Context: an optimization exercise on an open-source flow, tuned for small area. The choices shown serve that exercise and are no tape-out recipe.
In this exercise RTL edits were held to simulation tests only and were not proved equivalent to the original.

==> flow/design.v (outline; a module is shown in full before it is edited, if it fits) <==
// module mm_fa: 4 lines
// module mm_ha: 4 lines
// module mm_benc: 7 lines
// module mm_xnor: 3 lines
// module mm_xor: 3 lines
// module mm_aoi: 3 lines
// module mm_phase: 4 lines
// module MatrixMultiplier: 1057 lines
module MatrixMultiplier
    #(
        parameter WIDTH = 16
    )(
        input                            NRST,CLK,START,
        input      signed [WIDTH - 1: 0] A,B,
        output     signed [2*WIDTH  : 0] OUT,
        output                           OUT_STROBE
    );
  // ...
==> flow/flow/run.sh <==
#!/bin/bash
# Layout flow: the standard ORFS flow (standard.sh, standard synthesis unchanged) with two
# changes:
#  1. after synthesis, flow/downsize.py sets the combinational cells ABC upsized back to their
#     drive-strength-1 variant (same footprint and function); repair_design / repair_timing in
#     the later steps size up again where timing needs it. Flip-flops are not touched.
#  2. buffer_ports gives every input and output port a sky130_fd_sc_hd__buf_2 instead of the
#     delay buffer it picks by default.
# Each step's full output goes to a log file in this folder.
set -euo pipefail
ARGS=("BUFFER_PORTS_ARGS=-buffer_cell sky130_fd_sc_hd__buf_2")
R=orfs/results/${FLOW_PLATFORM:-sky130hd}/MatrixMultiplier/base
bash standard.sh "${ARGS[@]}" synth > flow_synth.log 2>&1
python3 flow/downsize.py "$FLOW_HOME/platforms/sky130hd/lib/sky130_fd_sc_hd__tt_025C_1v80.lib" \
  "$R/1_2_yosys.v" > flow_downsize.log 2>&1
rm -f "$R/1_synth.odb"
bash standard.sh "${ARGS[@]}" finish > flow_finish.log 2>&1
==> flow/flow/downsize.py <==
#!/usr/bin/env python3
"""Set every combinational cell of a Yosys netlist to its drive strength 1 (or 0) variant of
the same footprint in the liberty file, where that variant is smaller: ABC sizes cells for a
delay target far below the real one. The flow's repair_design and repair_timing size cells up again where timing needs it.
Flip-flops, buffers, inverters and clock cells are left as they are.
usage: downsize.py LIBERTY NETLIST"""
import re, sys
lib, net = sys.argv[1], sys.argv[2]
txt = open(lib).read()
heads = list(re.finditer(r'\bcell\s*\(\s*"?(sky130_fd_sc_hd__\w+)"?\s*\)', txt))
foot = {}
area = {}
for k, m in enumerate(heads):
    end = heads[k + 1].start() if k + 1 < len(heads) else len(txt)
    f = re.search(r'cell_footprint\s*:\s*"?([^";]+)', txt[m.end():end])
    a = re.search(r'\barea\s*:\s*([0-9.]+)', txt[m.end():end])
    if f and a:
        foot[m.group(1)] = f.group(1).strip()
        area[m.group(1)] = float(a.group(1))
SKIP = re.compile(r'sky130_fd_sc_hd__(df|sdf|edf|dl|sedf|clk|buf|inv|conb|tap|fill|decap|ha|fa)')
def smallest(cell):
    mm = re.match(r'(sky130_fd_sc_hd__[a-z0-9]+)_(\d+)$', cell)
    if not mm or cell not in foot or SKIP.match(cell):
        return cell
    for s in ('1', '0'):
        c = f"{mm.group(1)}_{s}"
        if c in foot and foot[c] == foot[cell] and area[c] < area[cell]:
            return c
    return cell
src = open(net).read()
count = {}
def sub(m):
    c = m.group(2); n = smallest(c)
    if n != c:
        count[(c, n)] = count.get((c, n), 0) + 1
    return m.group(1) + n + m.group(3)
out = re.sub(r'^(\s*)(sky130_fd_sc_hd__\w+)(\s)', sub, src, flags=re.M)
for (c, n), k in sorted(count.items()):
    print(f"{c} -> {n}: {k}")
open(net, 'w').write(out)
==> flow/standard.sh <==
#!/bin/bash
# synth_recipe.tcl (not shown) runs the flow's synth.tcl, then flattens the netlist and writes it again
# the make line also repeats each setting of config.mk as NAME=value (left out here)
make -C /OpenROAD-flow-scripts/flow DESIGN_CONFIG=/design/flow/config.mk WORK_HOME=/design/flow/orfs CLKGATE_MAP_FILE= SYNTH_SCRIPT=/design/flow/synth_recipe.tcl "${@:-finish}"
==> flow/config.mk <==
export PLATFORM = sky130hd
export DESIGN_NAME = MatrixMultiplier
export DESIGN_NICKNAME = MatrixMultiplier
export VERILOG_FILES = /design/flow/design.v
export SDC_FILE = /design/flow/constraint.sdc
export NUM_CORES = 4
export LEC_CHECK = 0
export CAP_MARGIN = 20
export CORE_MARGIN = 2
export CORE_UTILIZATION = 60
export CTS_BUF_LIST = sky130_fd_sc_hd__clkbuf_4 sky130_fd_sc_hd__clkbuf_8
export SLEW_MARGIN = 20
export SYNTH_HIERARCHICAL = 1
==> flow/constraint.sdc <==
create_clock -name core_clock -period 7.5 [get_ports {CLK}]
set_input_delay 1.5000 -clock core_clock [delete_from_list [all_inputs] [get_ports {CLK}]]
set_output_delay 1.5000 -clock core_clock [all_outputs]
set_load 0.01 [all_outputs]
==> impl_metrics.prom, run 1 <==
# TYPE chip_impl_metric gauge
chip_impl_info{name="top_layer",value="met4"} 1
chip_impl_info{name="critical_path.cell_chain",value="buf_2 -> ha_1 -> and2b_1 -> buf_4 -> xor2_1 -> a22oi_1 -> fa_1 -> fa_1 -> fa_1 -> fa_1 -> ha_1 -> fa_1 -> fa_1 -> ha_1 -> nand4_1 -> o211ai_1 -> a41oi_1 -> o21bai_1 -> and2_1 -> xnor2_1"} 1
chip_impl_metric{name="cap_violations",unit=""} 0
chip_impl_info{name="grt.busiest_layer",value="met2"} 1
chip_impl_metric{name="pre_cts_slack",unit="ns"} 0.191
chip_impl_metric{name="timing.final.setup_violations",unit=""} 0
chip_impl_metric{name="area.sequential",unit="sq um"} 711
chip_impl_metric{name="final_cells",unit=""} 870
chip_impl_info{name="crit_path_category",value="in -> reg"} 1
chip_impl_metric{name="finalNetCount",unit=""} 919
chip_impl_metric{name="finalWeightedCongestion",unit=""} 0.988
chip_impl_info{name="area_dominant_class",value="multi-input combinational cells"} 1
chip_impl_metric{name="path_clk_slew",unit="ns"} 0.08
chip_impl_metric{name="relSlewSlack",unit=""} 0.392
chip_impl_info{name="crit_family",value="adder cells"} 1
chip_impl_info{name="critPathCaptureType",value="flip-flop"} 1
chip_impl_metric{name="timing.critical_path.slowest_cell_delay",unit="ns"} 0.52
chip_impl_metric{name="placed_cell_area",unit="sq um"} 7490
chip_impl_metric{name="fill_cells",unit=""} 892
chip_impl_metric{name="post_synth_instance_area",unit="sq um"} 6780
chip_impl_info{name="reg_top3",value="Q x33, s0 x1, s1 x1"} 1
chip_impl_info{name="worst_setup_path_endpoint",value="Q[21]"} 1
chip_impl_metric{name="dr.first_iter.drc_count",unit=""} 376
chip_impl_metric{name="nFlopsAndLatches",unit=""} 35
chip_impl_metric{name="syn_inst_count",unit=""} 630
chip_impl_metric{name="drt_first_pass_iters",unit=""} 5
chip_impl_metric{name="inv_count",unit=""} 27
chip_impl_metric{name="grtUsageTotal",unit=""} 0.335
chip_impl_metric{name="met3RoutedLength",unit="um"} 982
chip_impl_metric{name="insertion_delay",unit="ns"} 0.33
chip_impl_metric{name="crit_required",unit="ns"} 7.75
chip_impl_metric{name="place_inst",unit=""} 862
chip_impl_metric{name="cts_made_buffers",unit=""} 5
chip_impl_metric{name="sh_seq_area",unit=""} 0.0938
chip_impl_info{name="cpMaxStageDelayCell",value="and2b_1"} 1
chip_impl_info{name="cp-start-kind",value="primary input"} 1
chip_impl_info{name="outcome",value="no timing/DRC/antenna violations"} 1
==> inputs of run 2 (changes only) <==
--- a/flow/flow/run.sh
+++ b/flow/flow/run.sh
@@ -1,10 +1,11 @@
 #!/bin/bash
-# Layout flow: the standard ORFS flow (standard.sh, standard synthesis unchanged) with two
-# changes:
+# Layout flow: the standard ORFS flow (standard.sh, standard synthesis unchanged) with
+# these changes:
 #  1. after synthesis, flow/downsize.py sets the combinational cells ABC upsized back to their
 #     drive-strength-1 variant (same footprint and function); repair_design / repair_timing in
 #     the later steps size up again where timing needs it. Flip-flops are not touched.
 #  2. buffer_ports gives every input and output port a sky130_fd_sc_hd__buf_2 instead of the
-#     delay buffer it picks by default.
+#     delay buffer it picks by default; after global placement, flow/portbuf.tcl sets the
+#     output port buffers, and the input port buffers that feed few cells, to buf_1.
 # Each step's full output goes to a log file in this folder.
 set -euo pipefail
@@ -15,3 +16,5 @@
   "$R/1_2_yosys.v" > flow_downsize.log 2>&1
 rm -f "$R/1_synth.odb"
+bash standard.sh "${ARGS[@]}" 3_3_place_gp > flow_place_gp.log 2>&1
+PORTBUF_ODB="$R/3_3_place_gp.odb" openroad -no_init -exit flow/portbuf.tcl > flow_portbuf.log 2>&1
 bash standard.sh "${ARGS[@]}" finish > flow_finish.log 2>&1
==> flow/flow/portbuf.tcl (new file) <==
# Gives the port buffers that buffer_ports inserted (all sky130_fd_sc_hd__buf_2) a smaller
# drive where a smaller one does: sky130_fd_sc_hd__buf_1 on every output port (each drives only
# the port's load) and on the inputs that feed few cells. The following repair_design and
# repair_timing steps size them up again where needed. Every port keeps its buffer.
# usage: openroad -no_init -exit portbuf.tcl  (env PORTBUF_ODB = the odb to edit in place)
set odb $::env(PORTBUF_ODB)
read_db $odb
set db [ord::get_db]
set block [ord::get_db_block]
set small [$db findMaster sky130_fd_sc_hd__buf_1]
set n 0
foreach inst [$block getInsts] {
  set name [$inst getName]
  set master [[$inst getMaster] getName]
  if { $master ne "sky130_fd_sc_hd__buf_2" } { continue }
  if { [string match "output*" $name] } {
    $inst swapMaster $small
    incr n
  } elseif { [string match "input*" $name] } {
    set out [$inst findITerm X]
    set net [$out getNet]
    if { $net ne "NULL" && [llength [$net getITerms]] <= 5 } {
      $inst swapMaster $small
      incr n
    }
  }
}
puts "portbuf: $n port buffers set to sky130_fd_sc_hd__buf_1"
write_db $odb
==> impl_metrics.prom, run 2 <==
# TYPE chip_impl_metric gauge
chip_impl_info{name="outcome",value="no timing/DRC/antenna violations"} 1
chip_impl_metric{name="fp.dieArea",unit="sq um"} 12200
chip_impl_metric{name="total_overflow_reported_by_the_global_router",unit=""} 0
chip_impl_metric{name="grt_pass1_wl",unit="um"} 30000
chip_impl_info{name="layout.cells.most_common",value="fa_1"} 1
chip_impl_metric{name="drt_first_pass_iters",unit=""} 5
chip_impl_metric{name="slew_violations",unit=""} 0
chip_impl_info{name="critical-path-top-cell-by-count",value="fa_1"} 1
chip_impl_metric{name="worstPathMaxFanout",unit=""} 10
chip_impl_info{name="critPathCaptureType",value="flip-flop"} 1
chip_impl_metric{name="grt_start_max_net_pins",unit=""} 22
chip_impl_metric{name="antenna_cells_inserted",unit=""} 0
chip_impl_metric{name="finalWeightedCongestion",unit=""} 0.988
chip_impl_metric{name="post_synth_instance_area",unit="sq um"} 6780
chip_impl_metric{name="relSlewSlack",unit=""} 0.406
chip_impl_info{name="rsz0062_at_grt",value="no"} 1
chip_impl_metric{name="finalHoldViolations",unit=""} 0
chip_impl_metric{name="insertion_delay",unit="ns"} 0.33
chip_impl_metric{name="worst_pin_slew",unit="ns"} 0.891
chip_impl_info{name="cpMaxStageDelayCell",value="and2b_1"} 1
chip_impl_metric{name="h_tree_levels",unit=""} 2
chip_impl_metric{name="wl",unit="um"} 18800
chip_impl_metric{name="timing.final.crit_share",unit=""} 0.944
chip_impl_metric{name="grt_pass1_vias",unit=""} 5731
chip_impl_metric{name="post_cts_resized",unit=""} 0
chip_impl_metric{name="yosysWarnings",unit=""} 7
chip_impl_metric{name="cap_violations",unit=""} 0
chip_impl_metric{name="total_setup_buffers_inserted_after_cts",unit=""} 0
chip_impl_metric{name="final_critical_path_setup_slack",unit="ns"} 0.421
chip_impl_metric{name="fin_worst_skew",unit="ns"} 0.00845
chip_impl_metric{name="clock_sinks",unit=""} 35
chip_impl_metric{name="syn_inst_count",unit=""} 630
chip_impl_info{name="mostFrequentLayoutCells",value="fa_1, xor2_1, a22oi_1"} 1
chip_impl_metric{name="timing.final.setup_violations",unit=""} 0
chip_impl_metric{name="pre_cts_slack",unit="ns"} 0.162
chip_impl_metric{name="utilization",unit=""} 0.688
chip_impl_metric{name="die_width",unit="um"} 110
chip_impl_metric{name="cts_made_buffers",unit=""} 5
chip_impl_info{name="clock_tree_from_tritoncts",value="built"} 1
chip_impl_metric{name="fill_cells",unit=""} 918
chip_impl_metric{name="cp_data_arrival_time",unit="ns"} 7.33
chip_impl_metric{name="hold_slack",unit="ns"} 0.497
chip_impl_metric{name="cts_max_path_buffers",unit=""} 2
chip_impl_info{name="register_with_the_most_flip_flops",value="Q"} 1
chip_impl_metric{name="numPortBuffers",unit=""} 68
chip_impl_metric{name="finalNetCount",unit=""} 919
chip_impl_metric{name="timing.critical_path.slowest_cell_delay",unit="ns"} 0.51
chip_impl_metric{name="drtAntennaViolNets",unit=""} 0
chip_impl_metric{name="area.sequential",unit="sq um"} 711
chip_impl_metric{name="synth_area_per_cell",unit="sq um"} 10.8
chip_impl_metric{name="post_route_cells_drive_above_1_share",unit=""} 0.0822
chip_impl_metric{name="placeableCoreArea",unit="sq um"} 10900
chip_impl_metric{name="cts_hold_buf",unit=""} 0
chip_impl_metric{name="dp_hpwl",unit="um"} 15300
chip_impl_metric{name="via_per_inst",unit=""} 6.34
chip_impl_metric{name="finalCriticalPeriod",unit="ns"} 7.08
chip_impl_info{name="hold_class",value="reg -> reg"} 1
chip_impl_metric{name="finalSetupTns",unit="ns"} 0
chip_impl_metric{name="syn_nets",unit=""} 820
chip_impl_info{name="cp-start-kind",value="primary input"} 1
chip_impl_metric{name="dr.first_iter.drc_count",unit=""} 431
chip_impl_metric{name="via_count",unit=""} 5514
chip_impl_metric{name="largest_register_ffs",unit=""} 33
chip_impl_metric{name="top_level_ports",unit=""} 69
chip_impl_metric{name="placement_rows",unit=""} 38
chip_impl_info{name="critical_path.cell_chain",value="buf_2 -> ha_1 -> and2b_1 -> buf_4 -> xor2_1 -> a22oi_1 -> fa_1 -> fa_1 -> fa_1 -> fa_1 -> ha_1 -> fa_1 -> fa_1 -> ha_1 -> nand4_1 -> o211ai_1 -> a41oi_1 -> o21bai_1 -> and2_1 -> xnor2_1"} 1
chip_impl_metric{name="clock.fmax",unit="MHz"} 141
chip_impl_metric{name="routed_len_inst",unit="um"} 21.6
chip_impl_metric{name="path_clk_slew",unit="ns"} 0.08
chip_impl_metric{name="crit_required",unit="ns"} 7.75
chip_impl_info{name="crit_path_category",value="in -> reg"} 1
chip_impl_metric{name="grtUsageTotal",unit=""} 0.338
chip_impl_info{name="clk_root_buffer_cell",value="clkbuf_8"} 1
chip_impl_metric{name="antenna_violations_before_repair",unit=""} 0
chip_impl_info{name="reg_top3",value="Q x33, s0 x1, s1 x1"} 1
chip_impl_metric{name="drc",unit=""} 0
chip_impl_metric{name="initial_util",unit=""} 0.620
chip_impl_metric{name="areaGrowthSynthToFinish",unit="%"} 11.0
chip_impl_metric{name="area_used_by_multi_input_combinational_logic",unit="sq um"} 5950
chip_impl_metric{name="die_y",unit="um"} 110
## run 2: final timing paths
| kind | from | to | slack, ns | cells after the start |
|---|---|---|---|---|
| worst max-delay path | B[5] | Q[21] | 0.42 | 20 |
| worst min-delay path | Q[32] | Q[32] | 0.50 | 2 |
| worst max register to register | s1 | Q[32] | 1.57 | 17 |
| worst min register to register | Q[32] | Q[32] | 0.50 | 2 |
| max in group asynchronous | NRST | s0 | 6.43 | 1 |
| min in group asynchronous | NRST | s1 | 0.95 | 1 |
## run 2: layer usage
metal  vias up  part of all wire  track usage
li1       2427                 -            -
met1      2815              0.40        0.435
met2       230              0.50        0.566
met3        42             0.058       0.0600
met4         0             0.036        0.136
met5         -                 0            0
## run 2: through the flow
| stage | cells | instance area, sq um |
|---|---|---|
| 6_report | 870 | 7520 |
| 5_1_grt | 870 | 7520 |
| 4_1_cts | 870 | 7520 |
| 3_5_place_dp | 862 | 7430 |
| 3_3_place_gp | 862 | 7490 |
| 2_1_floorplan | 630 | 6780 |
## run 2: layout make-up
class                   count  share of cell area
clock buffers               6              0.0101
clock inverters             2             0.00166
inverters                  27              0.0135
multi-input cells         564               0.791
flip-flops and latches     35              0.0945
well taps                 140              0.0233
repair buffers             96              0.0657
## run 2: critical path: cells and delay by family
family                   cells  cell delay, ns
adder cells (fa/ha/maj)      9            3.25
AO/OA/AOI/OAI                4            1.09
AND/OR/NAND/NOR              3            0.81
buffers and inverters        2            0.36
XOR/XNOR                     2            0.32
==> inputs of run 3 (changes only) <==
--- a/flow/config.mk
+++ b/flow/config.mk
@@ -10,4 +10,5 @@
 export CORE_UTILIZATION = 60
 export CTS_BUF_LIST = sky130_fd_sc_hd__clkbuf_4 sky130_fd_sc_hd__clkbuf_8
+export GPL_TIMING_DRIVEN = 0
 export SLEW_MARGIN = 20
 export SYNTH_HIERARCHICAL = 1
==> impl_metrics.prom, run 3 <==
# TYPE chip_impl_metric gauge
chip_impl_info{name="crit_family",value="adder cells"} 1
chip_impl_metric{name="finalNetCount",unit=""} 895
chip_impl_metric{name="antenna_cells_inserted",unit=""} 0
chip_impl_metric{name="grt_pass1_wl",unit="um"} 28000
chip_impl_metric{name="cts_max_path_buffers",unit=""} 2
chip_impl_metric{name="initial_util",unit=""} 0.620
chip_impl_metric{name="clock_sinks",unit=""} 35
chip_impl_metric{name="worstPathMaxFanout",unit=""} 22
chip_impl_metric{name="path_clk_slew",unit="ns"} 0.08
chip_impl_info{name="cpMaxStageDelayCell",value="and2b_2"} 1
chip_impl_metric{name="syn_inst_count",unit=""} 630
chip_impl_metric{name="slew_violations",unit=""} 0
chip_impl_metric{name="cp.buffers_inverters",unit=""} 1
chip_impl_metric{name="total_setup_buffers_inserted_after_cts",unit=""} 0
chip_impl_metric{name="cp_data_arrival_time",unit="ns"} 7.39
chip_impl_metric{name="finalWeightedCongestion",unit=""} 0.906
chip_impl_metric{name="numPortBuffers",unit=""} 68
chip_impl_metric{name="finalCriticalPeriod",unit="ns"} 7.18
chip_impl_metric{name="areaGrowthSynthToFinish",unit="%"} 9.39
chip_impl_metric{name="finalHoldViolations",unit=""} 0
chip_impl_metric{name="drc",unit=""} 0
chip_impl_metric{name="via_per_inst",unit=""} 6.27
chip_impl_metric{name="yosysWarnings",unit=""} 7
chip_impl_metric{name="grtUsageTotal",unit=""} 0.312
chip_impl_metric{name="total_overflow_reported_by_the_global_router",unit=""} 0
chip_impl_metric{name="finalSetupTns",unit="ns"} 0
chip_impl_info{name="hold_start",value="Q[32]"} 1
chip_impl_metric{name="cts_made_buffers",unit=""} 5
chip_impl_metric{name="cts_hold_buf",unit=""} 0
chip_impl_info{name="mostFrequentLayoutCells",value="fa_1, xor2_1, a22oi_1"} 1
chip_impl_info{name="critical-path-top-cell-by-count",value="fa_1"} 1
chip_impl_metric{name="place_inst",unit=""} 838
chip_impl_info{name="reg_top3",value="Q x33, s0 x1, s1 x1"} 1
chip_impl_metric{name="synth_area_per_cell",unit="sq um"} 10.8
chip_impl_metric{name="fill_cells",unit=""} 912
chip_impl_info{name="crit_path_category",value="in -> reg"} 1
chip_impl_metric{name="area_used_by_multi_input_combinational_logic",unit="sq um"} 6020
chip_impl_info{name="clk_root_buffer_cell",value="clkbuf_8"} 1
chip_impl_info{name="cp-start-kind",value="primary input"} 1
chip_impl_info{name="layout.cells.most_common",value="fa_1"} 1
chip_impl_metric{name="drt_first_pass_iters",unit=""} 7
chip_impl_metric{name="antenna_violations_before_repair",unit=""} 0
chip_impl_info{name="worst_setup_path_endpoint",value="Q[32]"} 1
chip_impl_metric{name="drtAntennaViolNets",unit=""} 0
chip_impl_metric{name="worstHoldPathCells",unit=""} 2
chip_impl_metric{name="dp_hpwl",unit="um"} 14000
chip_impl_metric{name="largest_register_ffs",unit=""} 33
chip_impl_metric{name="final_cells",unit=""} 845
chip_impl_metric{name="clock.fmax",unit="MHz"} 139
chip_impl_metric{name="relSlewSlack",unit=""} 0.398
chip_impl_metric{name="critical_path_depth",unit=""} 19
chip_impl_metric{name="timing.final.setup_violations",unit=""} 0
chip_impl_metric{name="pre_cts_slack",unit="ns"} -0.877
chip_impl_metric{name="h_tree_levels",unit=""} 2
chip_impl_metric{name="via_count",unit=""} 5296
chip_impl_metric{name="worst-r2r-cell-count",unit=""} 18
chip_impl_metric{name="syn_nets",unit=""} 820
chip_impl_metric{name="final_critical_path_setup_slack",unit="ns"} 0.317
chip_impl_info{name="clock_tree_from_tritoncts",value="built"} 1
chip_impl_metric{name="fp.dieArea",unit="sq um"} 12200
chip_impl_metric{name="post_synth_instance_area",unit="sq um"} 6780
chip_impl_metric{name="top_level_ports",unit=""} 69
chip_impl_metric{name="cap_violations",unit=""} 0
chip_impl_metric{name="crit_required",unit="ns"} 7.71
chip_impl_info{name="r2r_end",value="Q[32]"} 1
chip_impl_info{name="hold_class",value="reg -> reg"} 1
chip_impl_metric{name="wl",unit="um"} 17600
chip_impl_metric{name="insertion_delay",unit="ns"} 0.32
chip_impl_info{name="outcome",value="no timing/DRC/antenna violations"} 1
chip_impl_metric{name="placement_rows",unit=""} 38
chip_impl_info{name="worst_setup_path_startpoint",value="B[1]"} 1
chip_impl_metric{name="die_y",unit="um"} 110
chip_impl_info{name="critPathCaptureType",value="flip-flop"} 1
chip_impl_info{name="critical_path.cell_chain",value="clkbuf_4 -> ha_1 -> and2b_2 -> xor2_1 -> a22oi_1 -> fa_1 -> fa_1 -> fa_1 -> ha_1 -> fa_1 -> fa_1 -> fa_1 -> ha_1 -> nand4_1 -> o21ai_1 -> a211oi_4 -> o21ai_1 -> a31o_1 -> xnor2_1"} 1
chip_impl_metric{name="post_route_cells_drive_above_1_share",unit=""} 0.0681
chip_impl_metric{name="dr.first_iter.drc_count",unit=""} 601
chip_impl_metric{name="reg_to_reg_slack_setup",unit="ns"} 1.16
chip_impl_metric{name="worst_pin_slew",unit="ns"} 0.903
chip_impl_info{name="register_with_the_most_flip_flops",value="Q"} 1
chip_impl_metric{name="grt_pass1_vias",unit=""} 5595
chip_impl_metric{name="grt_start_max_net_pins",unit=""} 23
chip_impl_metric{name="timing.final.crit_share",unit=""} 0.958
chip_impl_metric{name="area.sequential",unit="sq um"} 711
chip_impl_metric{name="routed_len_inst",unit="um"} 20.9
chip_impl_info{name="rsz0062_at_grt",value="no"} 1
chip_impl_metric{name="fin_worst_skew",unit="ns"} 0.00362
chip_impl_metric{name="die_width",unit="um"} 110
chip_impl_info{name="worst_r2r_startpoint",value="s1"} 1
chip_impl_metric{name="timing.critical_path.slowest_cell_delay",unit="ns"} 0.51
chip_impl_metric{name="placeableCoreArea",unit="sq um"} 10900
==> run 3: worst min-delay path, stage by stage (launching register included) <==
cell,delay (ns)
dfxtp_1,0.31
nand2_1,0.08
xnor2_1,0.06
==> run 3: metal layers <==
metal | vias up | part of all wire | routed length (um) | global-route usage
met5 | - | 0 | 0 | 0
li1 | 2374 | - | - | -
met1 | 2655 | 0.40 | 7140 | 0.405
met3 | 47 | 0.065 | 1150 | 0.0523
met2 | 220 | 0.50 | 8790 | 0.529
met4 | 0 | 0.031 | 552 | 0.112
==> run 3: final cells by class <==
class / count / area share
Timing Repair Buffer: 68 / 0.0388
Multi-Input combinational cell: 564 / 0.812
Clock inverter: 1 / 0.00405
Sequential cell: 35 / 0.0958
Tap cell: 140 / 0.0236
Clock buffer: 6 / 0.0103
Inverter: 27 / 0.0137
Buffer: 4 / 0.00202
==> run 3: worst min-delay path by stage <==
stage / end / slack, ns
finish: Q[32] / 0.49
global route: Q[32] / 0.54
global placement: Q[32] / 0.47
floorplan: s0 / 0.47
CTS: Q[32] / 0.49
detailed placement: Q[32] / 0.48
==> run 3: what timing repair did <==
action | in CTS | in global routing
pin swaps | 0 | 1
setup endpoints to repair | 12 | 9
resized for setup | 5 | 7
endpoints found under the hold margin | 0 | 0
==> run 3: metrics by stage <==
stage	hold slack, ns	cell area, sq um	utilization
final	0.490	7420	0.678
after global routing	0.539	7420	0.678
after CTS	0.493	7390	0.676
after detailed placement	0.481	7270	0.665
after global placement	0.467	7300	0.667
after floorplan	0.469	6780	-
==> inputs of run 4 (changes only) <==
--- a/flow/config.mk
+++ b/flow/config.mk
@@ -11,4 +11,5 @@
 export CTS_BUF_LIST = sky130_fd_sc_hd__clkbuf_4 sky130_fd_sc_hd__clkbuf_8
 export GPL_TIMING_DRIVEN = 0
+export PLACE_DENSITY = 0.8
 export SLEW_MARGIN = 20
 export SYNTH_HIERARCHICAL = 1
==> impl_metrics.prom, run 4 <==
# TYPE chip_impl_metric gauge
chip_impl_info{name="outcome",value="no timing/DRC/antenna violations"} 1
chip_impl_metric{name="fp.dieArea",unit="sq um"} 12200
chip_impl_metric{name="yosysWarnings",unit=""} 7
chip_impl_metric{name="cap_violations",unit=""} 0
chip_impl_info{name="cpMaxStageDelayCell",value="a211oi_2"} 1
chip_impl_metric{name="drt_first_pass_iters",unit=""} 7
chip_impl_metric{name="worst_pin_slew",unit="ns"} 0.841
chip_impl_metric{name="total_setup_buffers_inserted_after_cts",unit=""} 0
chip_impl_metric{name="cts_max_path_buffers",unit=""} 2
chip_impl_metric{name="finalNetCount",unit=""} 895
chip_impl_metric{name="antenna_violations_before_repair",unit=""} 0
chip_impl_metric{name="path_clk_slew",unit="ns"} 0.08
chip_impl_metric{name="wl",unit="um"} 18100
chip_impl_metric{name="timing.final.crit_share",unit=""} 0.973
chip_impl_metric{name="cp.buffers_inverters",unit=""} 1
chip_impl_metric{name="relSlewSlack",unit=""} 0.439
chip_impl_metric{name="initial_util",unit=""} 0.620
chip_impl_metric{name="drc",unit=""} 0
chip_impl_metric{name="finalSetupTns",unit="ns"} 0
chip_impl_metric{name="reg_to_reg_slack_setup",unit="ns"} 1.14
chip_impl_metric{name="top_level_ports",unit=""} 69
chip_impl_metric{name="finalWeightedCongestion",unit=""} 0.949
chip_impl_metric{name="hold_slack",unit="ns"} 0.486
chip_impl_metric{name="placement_rows",unit=""} 38
chip_impl_info{name="worst_r2r_startpoint",value="s1"} 1
chip_impl_metric{name="die_width",unit="um"} 110
chip_impl_info{name="mostFrequentLayoutCells",value="fa_1, xor2_1, a22oi_1"} 1
chip_impl_metric{name="fill_cells",unit=""} 890
chip_impl_info{name="rsz0062_at_grt",value="no"} 1
chip_impl_metric{name="finalHoldViolations",unit=""} 0
chip_impl_metric{name="timing.critical_path.slowest_cell_delay",unit="ns"} 0.56
chip_impl_info{name="critPathCaptureType",value="flip-flop"} 1
chip_impl_info{name="reg_top3",value="Q x33, s0 x1, s1 x1"} 1
chip_impl_metric{name="dr.first_iter.drc_count",unit=""} 649
chip_impl_metric{name="grtUsageTotal",unit=""} 0.318
chip_impl_metric{name="timing.final.setup_violations",unit=""} 0
chip_impl_metric{name="grt_start_max_net_pins",unit=""} 23
chip_impl_info{name="worst_hold_path.endpoint",value="Q[32]"} 1
chip_impl_metric{name="fin_worst_skew",unit="ns"} 0.00989
chip_impl_metric{name="via_per_inst",unit=""} 6.55
chip_impl_metric{name="post_route_cells_drive_above_1_share",unit=""} 0.0694
chip_impl_metric{name="worstPathMaxFanout",unit=""} 22
chip_impl_metric{name="worst-r2r-cell-count",unit=""} 18
chip_impl_metric{name="post_synth_instance_area",unit="sq um"} 6780
chip_impl_metric{name="cp_data_arrival_time",unit="ns"} 7.52
chip_impl_metric{name="syn_nets",unit=""} 820
chip_impl_metric{name="slew_violations",unit=""} 0
chip_impl_metric{name="h_tree_levels",unit=""} 2
chip_impl_info{name="hold_class",value="reg -> reg"} 1
chip_impl_info{name="clk_root_buffer_cell",value="clkbuf_8"} 1
chip_impl_metric{name="placeableCoreArea",unit="sq um"} 10900
chip_impl_metric{name="dp_hpwl",unit="um"} 14400
chip_impl_info{name="clock_tree_from_tritoncts",value="built"} 1
chip_impl_metric{name="clock.fmax",unit="MHz"} 137
chip_impl_metric{name="largest_register_ffs",unit=""} 33
chip_impl_metric{name="grt_pass1_wl",unit="um"} 28800
chip_impl_metric{name="antenna_cells_inserted",unit=""} 0
chip_impl_metric{name="synth_area_per_cell",unit="sq um"} 10.8
chip_impl_metric{name="via_count",unit=""} 5541
chip_impl_metric{name="total_overflow_reported_by_the_global_router",unit=""} 0
chip_impl_metric{name="finalCriticalPeriod",unit="ns"} 7.30
chip_impl_info{name="r2r_end",value="Q[32]"} 1
chip_impl_info{name="cp-start-kind",value="primary input"} 1
chip_impl_metric{name="routed_len_inst",unit="um"} 21.4
chip_impl_info{name="critical-path-top-cell-by-count",value="fa_1"} 1
chip_impl_info{name="crit_family",value="adder cells"} 1
chip_impl_metric{name="cts_made_buffers",unit=""} 5
chip_impl_metric{name="numPortBuffers",unit=""} 68
chip_impl_metric{name="clock_sinks",unit=""} 35
chip_impl_info{name="hold_start",value="Q[32]"} 1
chip_impl_info{name="layout.cells.most_common",value="fa_1"} 1
chip_impl_info{name="crit_path_category",value="in -> reg"} 1
chip_impl_info{name="critical_path.cell_chain",value="clkbuf_4 -> ha_1 -> and2b_2 -> xor2_1 -> a22oi_1 -> fa_1 -> fa_1 -> fa_1 -> fa_1 -> ha_1 -> fa_1 -> fa_1 -> ha_1 -> nand3_1 -> nor3_1 -> a211oi_2 -> o21ai_1 -> a31o_1 -> xnor2_1"} 1
chip_impl_metric{name="die_y",unit="um"} 110
chip_impl_metric{name="worstHoldPathCells",unit=""} 2
chip_impl_metric{name="syn_inst_count",unit=""} 630
chip_impl_metric{name="crit_required",unit="ns"} 7.72
chip_impl_metric{name="grt_pass1_vias",unit=""} 5827
chip_impl_metric{name="insertion_delay",unit="ns"} 0.32
chip_impl_info{name="register_with_the_most_flip_flops",value="Q"} 1
chip_impl_metric{name="areaGrowthSynthToFinish",unit="%"} 9.02
chip_impl_metric{name="drtAntennaViolNets",unit=""} 0
run 4: worst max path at each step:
stage	cells after the start	startpoint	endpoint	slack [ns]
3_3_place_gp	18	B[1]	Q[32]	-0.66
4_1_cts	18	B[1]	Q[32]	0.03
3_5_place_dp	18	B[1]	Q[32]	-0.85
6_report	19	B[1]	Q[32]	0.20
5_1_grt	19	B[5]	Q[32]	0.007
2_1_floorplan	18	B[6]	Q[32]	0.44
run 4: what timing repair did:
action,CTS,global route
endpoints found under the setup margin,11,13
hold buffers,0,0
gates cloned,0,0
gates resized for setup,5,6
run 4: routing by layer:
layer,GRT usage,vias to the layer above,share of wire
met5,0,-,0
met4,0.143,0,0.039
met3,0.0682,56,0.082
met2,0.533,315,0.50
met1,0.395,2789,0.38
li1,-,2381,-
run 4: per-stage QoR:
stage	std cells	worst slack, ns	instance area [sq um]	utilization
6_report	846	0.202	7390	0.676
5_1_grt	846	0.00685	7390	0.676
4_1_cts	846	0.0322	7370	0.674
3_5_place_dp	838	-0.851	7270	0.664
3_3_place_gp	838	-0.657	7300	0.667
2_1_floorplan	630	0.443	6780	-
run 4: cell type report:
| class | count | area, sq um | share of cell area |
|---|---|---|---|
| multi-input cells | 564 | 6010 | 0.813 |
| flip-flops and latches | 35 | 711 | 0.0961 |
| repair buffers | 68 | 288 | 0.0389 |
| well taps | 140 | 175 | 0.0237 |
| inverters | 27 | 101 | 0.0137 |
| clock buffers | 6 | 76.3 | 0.0103 |
| plain buffers | 4 | 15.0 | 0.00203 |
| clock inverters | 2 | 12.5 | 0.00169 |
run 4: worst min-delay path: stages (launching register included):
cell and delay (ns):
dfxtp_1 0.32, nand2_1 0.07, xnor2_1 0.05

[static timing again, ports no longer ideal]
The flow's constraints put no driver on any port. The routed layouts listed below were extracted and timed again, unchanged, in two steps. Step 1 assumes that a clkbuf_16 drives the clock port and a buf_2 every other input. Step 2 moves the port delays by t, midway between the first and last clock arrival at a register: inputs arrive t later, outputs are due t later. That takes back most of the time a late clock gives input paths. a / b / c = ideal / step 1 / step 2; a / b = the first two.
run | shift t [ns] | setup slack, ns | latest minus earliest clock arrival (ns) | pins driven straight from the clock port
run 1 | 0.358 | 0.402 / 0.414 / 0.056 | 0.010 / 0.010 | 1
run 2 | 0.356 | 0.421 / 0.432 / 0.075 | 0.009 / 0.009 | 1
run 3 | 0.351 | 0.317 / 0.332 / -0.019 | 0.004 / 0.004 | 1
run 4 | 0.350 | 0.202 / 0.211 / -0.139 | 0.010 / 0.010 | 1
Met with ideal ports but missed after step 2: setup timing in run 3 and run 4.
